This is an optimization exercise on Yosys and OpenROAD, whose aim is a short achievable clock period and few clock cycles, not a production implementation. In this exercise RTL edits were held to simulation tests only and were not proved equivalent to the original. Power is estimated from default activity; no workload was simulated.

== garnet ==
Design riscv_core, start of the top module:
module riscv_core (
    input clk,
    input reset,
    output [31:0] imem_addr,
    input  [31:0] imem_rdata,
    output [31:0] dmem_addr,
    output [31:0] dmem_wdata,
    output [1:0]  dmem_size,
    output        dmem_we,
    input  [31:0] dmem_rdata
);
    reg  [31:0] pc_f;
    reg  [31:0] pc_out;      
    reg        x_valid;
    reg [31:0] x_pc, x_pc4, x_imm;
    reg [31:0] x_c1, x_c2;           
    reg [2:0]  x_s1, x_s2, x_sb;     
    reg [4:0]  x_rd;
    reg [31:1] x_rd_oh;
    reg [2:0]  x_f3;
    reg x_lui, x_auipc, x_jal, x_jalr, x_branch, x_load, x_store, x_bsel, x_hz;
    reg x_add, x_sub, x_sll, x_slt, x_sltu, x_xor, x_srl, x_sra, x_or, x_and;
    reg x_rdwe;
    reg [31:0] last_res, last_wb;
    reg        m_we, m_ldwe, m_wres;
    reg [31:0] m_addr, m_wdata;
    reg [1:0]  m_size;
    reg [4:0]  m_rd;
    reg [31:1] m_rd_oh;
    reg [2:0]  m_f3;
    reg [31:0] rf [1:31];
    reg [31:1] wr;
    assign imem_addr  = pc_out;
    assign dmem_addr  = m_addr;
    assign dmem_wdata = m_wdata;
    assign dmem_size  = m_size;
    assign dmem_we    = m_we;
    wire [31:0] in = imem_rdata;
    wire [4:0]  op = in[6:2];
    wire d_lui    = (op == 5'b01101);
    wire d_auipc  = (op == 5'b00101);
    wire d_jal    = (op == 5'b11011);
    wire d_jalr   = (op == 5'b11001);
    wire d_branch = (op == 5'b11000);
    wire d_load   = (op == 5'b00000);
    wire d_store  = (op == 5'b01000);
    wire d_opimm  = (op == 5'b00100);
    wire d_op     = (op == 5'b01100);
    wire [2:0] f3 = in[14:12];
    wire d_alu    = d_opimm | d_op;
    wire d_sub    = d_op & (f3 == 3'b000) & in[30];
    wire d_add    = (d_alu & (f3 == 3'b000) & ~d_sub) | d_load | d_store;
    wire d_sll    = d_alu & (f3 == 3'b001);
    wire d_slt    = d_alu & (f3 == 3'b010);
    wire d_sltu   = d_alu & (f3 == 3'b011);
    wire d_xor    = d_alu & (f3 == 3'b100);
    wire d_srl    = d_alu & (f3 == 3'b101) & ~in[30];
    wire d_sra    = d_alu & (f3 == 3'b101) & in[30];
    wire d_or     = d_alu & (f3 == 3'b110);
    wire d_and    = d_alu & (f3 == 3'b111);
  ...
Size: about 5700 cells after synthesis, roughly 1500 flip-flops, roughly 170 I/O pins, about 67000 sq um of cells after synthesis.
export LEC_CHECK = 0
export ABC_CLOCK_PERIOD_IN_PS = 2000
export CAP_MARGIN = 20
export CORE_MARGIN = 2
export CORE_UTILIZATION = 30
export PLACE_DENSITY = 0.5
export SLEW_MARGIN = 20
create_clock -name core_clock -period 18.0 [get_ports {clk}]
standard.sh (not shown) runs the stock make flow with config.mk's settings and CLKGATE_MAP_FILE= SYNTH_SCRIPT=/design/flow/synth_recipe.tcl, a recipe that flattens the netlist after the stock synthesis.
==> flow/flow/run.sh <==
#!/bin/bash
set -euo pipefail
bash standard.sh SETUP_SLACK_MARGIN=13 "BUFFER_PORTS_ARGS=-buffer_cell sky130_fd_sc_hd__buf_4" finish > flow_make.log 2>&1
Having completed the whole flow, garnet delivered a layout that passed the timing, DRC and antenna checks.
Testbench counts of garnet, summed over its fixed seeds: cycles 37,241.
For sierra, these inputs were changed with respect to garnet:
==> flow/flow/run.sh <==
#!/bin/bash
set -euo pipefail
bash standard.sh SETUP_SLACK_MARGIN=13.3 "BUFFER_PORTS_ARGS=-buffer_cell sky130_fd_sc_hd__buf_4" finish > flow_make.log 2>&1
Results
Comparing sierra and garnet, routed wire length is higher on sierra.
Routed length per placed instance for sierra: about 14% up relative to garnet
sierra ran in full, but the layout does not pass; the checks complain about capacitance limit, slew limit.
Looking at global-route wire length before repair, sierra sits about 15% higher than garnet does.
sierra ends up with a max capacitance violation total that is 2 higher than in garnet.
Delta (sierra minus garnet): via count picked up an extra about 12%, part of the total power dissipated in combinational logic went up.
In the flow results for sierra and garnet, the layout overhead on the synthesized area is larger on sierra.
Endpoint required time on the critical path, sierra and garnet: higher on sierra
Relative to garnet, count of cells along the worst register-to-register path has gone up in sierra.
Pin count of the biggest net entering global routing, sierra and garnet, higher one = garnet.
The following lists how tundra was set up differently from sierra:
==> flow/flow/run.sh <==
#!/bin/bash
set -euo pipefail
bash standard.sh SETUP_SLACK_MARGIN=13 "BUFFER_PORTS_ARGS=-buffer_cell sky130_fd_sc_hd__buf_4" finish > flow_make.log 2>&1
diff --git a/flow/config.mk b/flow/config.mk
--- a/flow/config.mk
+++ b/flow/config.mk
@@ -11,2 +11,2 @@
-export CORE_UTILIZATION = 30
-export PLACE_DENSITY = 0.5
+export CORE_UTILIZATION = 40
+export PLACE_DENSITY = 0.6
tundra finished every stage and its layout cleared the timing, DRC and antenna checks. sierra → tundra: net count of the finished layout down about 7%; setup slack of the critical path after layout down 0.15 ns; synthesized-area fraction occupied by xor and xnor cells flat; wire length of the first global-routing pass down 92 mm. Per the comparison of tundra with sierra, portion of the clock cycle consumed by the worst path in the final layout has increased, total routed wirelength has decreased.


Setup of old:
Another version of the RTL of riscv_core (not shown whole).
For scale: ~7200 cells after synthesis, about 1700 flip-flops, about 76000 um^2 of cells after synthesis.
==> flow/config.mk <==
export PLATFORM = sky130hd
export DESIGN_NAME = riscv_core
export DESIGN_NICKNAME = riscv_core
export VERILOG_FILES = /design/flow/design.v
export SDC_FILE = /design/flow/constraint.sdc
export NUM_CORES = 4
export LEC_CHECK = 0
export ABC_CLOCK_PERIOD_IN_PS = 2000
export CAP_MARGIN = 20
export CORE_MARGIN = 2
export CORE_UTILIZATION = 30
export PLACE_DENSITY = 0.5
export SLEW_MARGIN = 20
==> flow/constraint.sdc <==
create_clock -name core_clock -period 18.0 [get_ports {clk}]
set_input_delay 3.6000 -clock core_clock [delete_from_list [all_inputs] [get_ports {clk}]]
set_output_delay 3.6000 -clock core_clock [all_outputs]
set_load 0.01 [all_outputs]
==> flow/flow/run.sh <==
#!/bin/bash
set -euo pipefail
bash standard.sh SETUP_SLACK_MARGIN=13.3 "BUFFER_PORTS_ARGS=-buffer_cell sky130_fd_sc_hd__buf_4" finish > flow_make.log 2>&1
No crash in old: every stage finished, but the layout fails its final checks due to capacitance limit, slew limit.
Testbench counts of old, summed over its fixed seeds: cycles 37,241.
Edits applied to the flow inputs when going from old to new:
==> flow/flow/run.sh <==
#!/bin/bash
set -euo pipefail
bash standard.sh SETUP_SLACK_MARGIN=13 "BUFFER_PORTS_ARGS=-buffer_cell sky130_fd_sc_hd__buf_4" finish > flow_make.log 2>&1
Results
new | stages: all done | timing, DRC, antenna: all pass. Between old and new, area added between synthesis and finish decreased. Starting density of the core across new and old: no real change. Lower worst-case headroom to the max-slew limit was reported by old, not new. Looking at post-route worst setup slack, new sits 41 ps below old. Looking only at register fraction of the total cell area, and setting everything else aside, the higher value of new and old goes to new. Diff new and old: slew at the pin closest to its max-slew limit higher in old. Summary: routed wire length, new better than old.

## static timing again, ports no longer ideal
The flow's constraints put no driver on any port. The routed layouts listed below were extracted and timed again, unchanged, in two steps.
Step 1 sets driving cells, clkbuf_16 on the clock port and buf_2 on the other inputs (assumed; they add their load-dependent delay and slew).
Step 2 moves the port delays by t, midway between the first and last clock arrival at a register: inputs arrive t later, outputs are due t later. That takes back most of the time a late clock gives input paths.
a / b / c = ideal ports / drivers / drivers and shift; a / b = the first two.
run | t, ns | setup slack, ns | worst hold slack (ns) | worst slew at a driven data input, ns
garnet | 0.919 | 12.908 / 12.818 / 11.899 | 0.322 / 0.322 / 0.322 | 0.23
sierra | 0.944 | 12.936 / 12.912 / 11.968 | 0.303 / 0.303 / 0.303 | 0.22
tundra | 0.913 | 12.790 / 12.874 / 11.961 | 0.327 / 0.327 / 0.327 | 0.09
old | 0.955 | 12.933 / 12.936 / 12.044 | 0.325 / 0.325 / 0.325 | 0.29
new | 0.942 | 12.892 / 12.912 / 12.007 | 0.328 / 0.328 / 0.328 | 0.06
The setup slack of garnet, which loses most, moves by -0.090 ns with the drivers and by -1.009 ns with both steps.
